What follows belongs to an exercise in optimizing a design on an open flow for small area, a short achievable clock period and few clock cycles; a production flow would make more cautious choices.
Function was checked by simulation only, so behaviour that the tests miss may differ from the original.
Power is estimated from default activity; no workload was simulated.

==> flow/design.v <==
module cache(
    clk,
    proc_reset,
    proc_read,
    proc_write,
    proc_addr,
    proc_rdata,
    proc_wdata,
    proc_stall,
    mem_read,
    mem_write,
    mem_addr,
    mem_rdata,
    mem_wdata,
    mem_ready
);
    input          clk;
    input          proc_reset;
    input          proc_read, proc_write;
    input   [29:0] proc_addr;
    input   [31:0] proc_wdata;
    output         proc_stall;
    output [31:0]  proc_rdata;
    input  [127:0] mem_rdata;
    input          mem_ready;
    output         mem_read, mem_write;
    output [27:0]  mem_addr;
    output [127:0] mem_wdata;
    integer i;
    reg [127:0] data  [0:7];
    reg [24:0]  tag   [0:7];
    reg [7:0]   valid, dirty;
    reg         cap;       
    reg         stall_r;
    reg         whit_r;    
    reg         mrd, mwr;  
    reg         mbusy;     
    reg         rdfl;      
    reg [31:0]  rdata_r;
    reg [127:0] mwdata_r;
    reg [27:0]  maddr_r;
    reg [7:0]   sel_r;     
    reg [3:0]   offd_r;    
    reg         wr_r;
    reg         pend;      
    reg [7:0]   selw;      
    reg [3:0]   offdw;     
    assign proc_stall = stall_r;
    assign proc_rdata = rdata_r;
    assign mem_read   = mrd;
    assign mem_write  = mwr;
    assign mem_addr   = maddr_r;
    assign mem_wdata  = mwdata_r;
    wire [2:0]  idx = proc_addr[4:2];
    wire [1:0]  off = proc_addr[1:0];
    wire        req = proc_read | proc_write;
    wire [127:0] blk = data[idx];
    reg  [7:0]  match;
    always @(*) for (i = 0; i < 8; i = i + 1) match[i] = valid[i] & (tag[i] == proc_addr[29:5]);
    wire        hit = |(match & (8'd1 << idx));
    reg  [31:0] word_blk, word_mem;
    always @(*) begin
        case (off)
            2'd0: begin word_blk = blk[31:0];   word_mem = mem_rdata[31:0];   end
            2'd1: begin word_blk = blk[63:32];  word_mem = mem_rdata[63:32];  end
            2'd2: begin word_blk = blk[95:64];  word_mem = mem_rdata[95:64];  end
            default: begin word_blk = blk[127:96]; word_mem = mem_rdata[127:96]; end
        endcase
    end
    reg  [24:0] tag_old;
    reg         dirty_old;
    always @(*) begin
        tag_old = 25'd0;
        dirty_old = 1'b0;
        for (i = 0; i < 8; i = i + 1) begin
            tag_old = tag_old | (tag[i] & {25{sel_r[i]}});
            dirty_old = dirty_old | (dirty[i] & sel_r[i]);
        end
    end
    wire taken = !mbusy & !mem_ready & (mrd | mwr);
    wire fill  = rdfl & mem_ready & !pend;    
    wire fillw = rdfl & mem_ready & pend;     
    wire [7:0] sel = 8'd1 << idx;
    wire hold  = pend & (proc_write | (|(sel & selw)));
    wire early = proc_write & !(|(dirty & sel)) & !mbusy;
    wire [127:0] wbus = rdfl ? mem_rdata : {4{proc_wdata}};
    always @(posedge clk) begin
        rdata_r  <= (rdfl & !pend) ? word_mem : word_blk;
        mwdata_r <= blk;
        maddr_r  <= (rdfl & !pend & !mrd) ? {tag_old, idx} : proc_addr[29:2];
        sel_r    <= sel;
        if (cap & req & !hit & !pend & early) begin
            selw  <= sel;
            offdw <= 4'd1 << off;
        end
        offd_r   <= 4'd1 << off;
        wr_r     <= proc_write;
    end
    always @(posedge clk) begin
        if (proc_reset) begin
            cap     <= 1'b1;
            stall_r <= 1'b1;
            whit_r  <= 1'b0;
            mrd     <= 1'b0;
            mwr     <= 1'b0;
            mbusy   <= 1'b0;
            rdfl    <= 1'b0;
            pend    <= 1'b0;
        end else begin
            cap    <= !stall_r | (cap & req & hold);
            whit_r <= (cap & proc_write & !hold & (hit | early)) | (fill & wr_r);
            if (cap)
                stall_r <= req & (hold | (!hit & !early));
            else if (!stall_r)
                stall_r <= 1'b1;
            else if (fill)
                stall_r <= 1'b0;
            mrd <= (cap & req & !hit & !hold) | (mrd & !taken);
            if (fillw)
                pend <= 1'b0;
            else if (cap & req & !hit & !pend & early)
                pend <= 1'b1;
            mwr <= (fill & dirty_old) | (mwr & !taken);
            if (mem_ready)
                mbusy <= 1'b0;
            else if (taken)
                mbusy <= 1'b1;
            if (mem_ready)
                rdfl <= 1'b0;
            else if (taken & mrd)
                rdfl <= 1'b1;
        end
    end
    always @(posedge clk) begin
        for (i = 0; i < 8; i = i + 1) begin
            if ((sel_r[i] & (fill | (whit_r & offd_r[0]))) | (selw[i] & fillw & !offdw[0])) data[i][31:0]   <= wbus[31:0];
            if ((sel_r[i] & (fill | (whit_r & offd_r[1]))) | (selw[i] & fillw & !offdw[1])) data[i][63:32]  <= wbus[63:32];
            if ((sel_r[i] & (fill | (whit_r & offd_r[2]))) | (selw[i] & fillw & !offdw[2])) data[i][95:64]  <= wbus[95:64];
            if ((sel_r[i] & (fill | (whit_r & offd_r[3]))) | (selw[i] & fillw & !offdw[3])) data[i][127:96] <= wbus[127:96];
            if (sel_r[i] & (fill | whit_r)) tag[i] <= proc_addr[29:5];
        end
    end
    always @(posedge clk) begin
        if (proc_reset) begin
            valid <= 8'd0;
            dirty <= 8'd0;
        end else begin
            for (i = 0; i < 8; i = i + 1) begin
                if (sel_r[i] & fill) begin
                    valid[i] <= 1'b1;
                    dirty[i] <= 1'b0;
                end else if (sel_r[i] & whit_r) begin
                    valid[i] <= 1'b1;
                    dirty[i] <= 1'b1;
                end
            end
        end
    end
endmodule
Settings: LEC_CHECK=0, ABC_AREA=1, CAP_MARGIN=20, CORE_MARGIN=2, CORE_UTILIZATION=40, CTS_CLUSTER_DIAMETER=90, CTS_CLUSTER_SIZE=22, SLEW_MARGIN=20; clock period 10.0 ns.
standard.sh (not shown) runs the stock make flow with config.mk's settings and CLKGATE_MAP_FILE= SYNTH_SCRIPT=/design/flow/synth_recipe.tcl, a recipe that flattens the netlist after the stock synthesis.
==> flow/flow/run.sh <==
#!/bin/bash
# The standard ORFS layout (the standard.sh), with timing repair asked to
# leave extra setup slack and the ports buffered with buf_2.
set -euo pipefail
export SETUP_SLACK_MARGIN=6.85
export BUFFER_PORTS_ARGS="-buffer_cell sky130_fd_sc_hd__buf_2"
bash standard.sh > standard.log 2>&1
Testbench counts at the start, summed over its fixed seeds: cycles 155,519.
==> next run, changes <==
--- a/flow/design.v
+++ b/flow/design.v
@@ -43,7 +43,4 @@
     reg [3:0]   offd_r;    
     reg         wr_r;
-    reg         pend;      
-    reg [7:0]   selw;      
-    reg [3:0]   offdw;     
     assign proc_stall = stall_r;
     assign proc_rdata = rdata_r;
@@ -79,19 +76,11 @@
     end
     wire taken = !mbusy & !mem_ready & (mrd | mwr);
-    wire fill  = rdfl & mem_ready & !pend;    
-    wire fillw = rdfl & mem_ready & pend;     
-    wire [7:0] sel = 8'd1 << idx;
-    wire hold  = pend & (proc_write | (|(sel & selw)));
-    wire early = proc_write & !(|(dirty & sel)) & !mbusy;
+    wire fill  = rdfl & mem_ready;
     wire [127:0] wbus = rdfl ? mem_rdata : {4{proc_wdata}};
     always @(posedge clk) begin
-        rdata_r  <= (rdfl & !pend) ? word_mem : word_blk;
+        rdata_r  <= rdfl ? word_mem : word_blk;
         mwdata_r <= blk;
-        maddr_r  <= (rdfl & !pend & !mrd) ? {tag_old, idx} : proc_addr[29:2];
-        sel_r    <= sel;
-        if (cap & req & !hit & !pend & early) begin
-            selw  <= sel;
-            offdw <= 4'd1 << off;
-        end
+        maddr_r  <= rdfl ? {tag_old, idx} : proc_addr[29:2];
+        sel_r    <= 8'd1 << idx;
         offd_r   <= 4'd1 << off;
         wr_r     <= proc_write;
@@ -106,19 +95,14 @@
             mbusy   <= 1'b0;
             rdfl    <= 1'b0;
-            pend    <= 1'b0;
         end else begin
-            cap    <= !stall_r | (cap & req & hold);
-            whit_r <= (cap & proc_write & !hold & (hit | early)) | (fill & wr_r);
+            cap    <= !stall_r;
+            whit_r <= (cap & proc_write & hit) | (fill & wr_r);
             if (cap)
-                stall_r <= req & (hold | (!hit & !early));
+                stall_r <= req & !hit;
             else if (!stall_r)
                 stall_r <= 1'b1;
             else if (fill)
                 stall_r <= 1'b0;
-            mrd <= (cap & req & !hit & !hold) | (mrd & !taken);
-            if (fillw)
-                pend <= 1'b0;
-            else if (cap & req & !hit & !pend & early)
-                pend <= 1'b1;
+            mrd <= (cap & req & !hit) | (mrd & !taken);
             mwr <= (fill & dirty_old) | (mwr & !taken);
             if (mem_ready)
@@ -134,9 +118,9 @@
     always @(posedge clk) begin
         for (i = 0; i < 8; i = i + 1) begin
-            if ((sel_r[i] & (fill | (whit_r & offd_r[0]))) | (selw[i] & fillw & !offdw[0])) data[i][31:0]   <= wbus[31:0];
-            if ((sel_r[i] & (fill | (whit_r & offd_r[1]))) | (selw[i] & fillw & !offdw[1])) data[i][63:32]  <= wbus[63:32];
-            if ((sel_r[i] & (fill | (whit_r & offd_r[2]))) | (selw[i] & fillw & !offdw[2])) data[i][95:64]  <= wbus[95:64];
-            if ((sel_r[i] & (fill | (whit_r & offd_r[3]))) | (selw[i] & fillw & !offdw[3])) data[i][127:96] <= wbus[127:96];
-            if (sel_r[i] & (fill | whit_r)) tag[i] <= proc_addr[29:5];
+            if (sel_r[i] & (fill | (whit_r & offd_r[0]))) data[i][31:0]   <= wbus[31:0];
+            if (sel_r[i] & (fill | (whit_r & offd_r[1]))) data[i][63:32]  <= wbus[63:32];
+            if (sel_r[i] & (fill | (whit_r & offd_r[2]))) data[i][95:64]  <= wbus[95:64];
+            if (sel_r[i] & (fill | (whit_r & offd_r[3]))) data[i][127:96] <= wbus[127:96];
+            if (sel_r[i] & fill) tag[i] <= proc_addr[29:5];
         end
     end
@@ -150,8 +134,6 @@
                     valid[i] <= 1'b1;
                     dirty[i] <= 1'b0;
-                end else if (sel_r[i] & whit_r) begin
-                    valid[i] <= 1'b1;
+                end else if (sel_r[i] & whit_r)
                     dirty[i] <= 1'b1;
-                end
             end
         end
After rerunning:
- The new run went through all stages and came out clean
- power went down by 0.42%
- global-route usage went up by 2.6 points
- worst setup slack gains 0.0040 ns
- non-clock buffer count went up by 56
- via count went up by 4.7%
- critical path depth went up by 14
- register-to-register slack loses 0.11 ns
- maximum frequency hardly moves
- hold slack gains 0.010 ns
- clock power barely changes
- clock skew barely changes
- wire length went up by 8.2%
- core utilization went up by 0.22 points
Testbench counts after the change, summed over its fixed seeds: cycles 158,178.

## separate check: timing with driven ports
In the flow no input, the clock included, has a driving cell. The finished layouts below were timed again as built, in two steps.
Step 1, drivers: a clkbuf_16 drives clk and a buf_2 each remaining input, both assumed.
Step 2 times the ports against the registers' clock, not the clock port: input delays grow and output delays shrink by t, the midpoint of the rising clock arrivals with the driver on.
a / b / c = no drivers / after step 1 / after step 2; a / b = the first two.
run | t (ns) | setup slack, ns | worst setup path after step 2 | clock arrival spread, ns | pins driven straight from the clock port
the first run | 0.818 | 6.649 / 6.568 / 5.953 | input to register | 0.051 / 0.050 | 1
the second run | 0.799 | 6.653 / 6.600 / 5.843 | input to register | 0.055 / 0.056 | 1
After both steps every run listed still meets setup and hold. The setup slack of the second run, which loses most, moves by -0.053 ns with the drivers and by -0.810 ns with both steps.
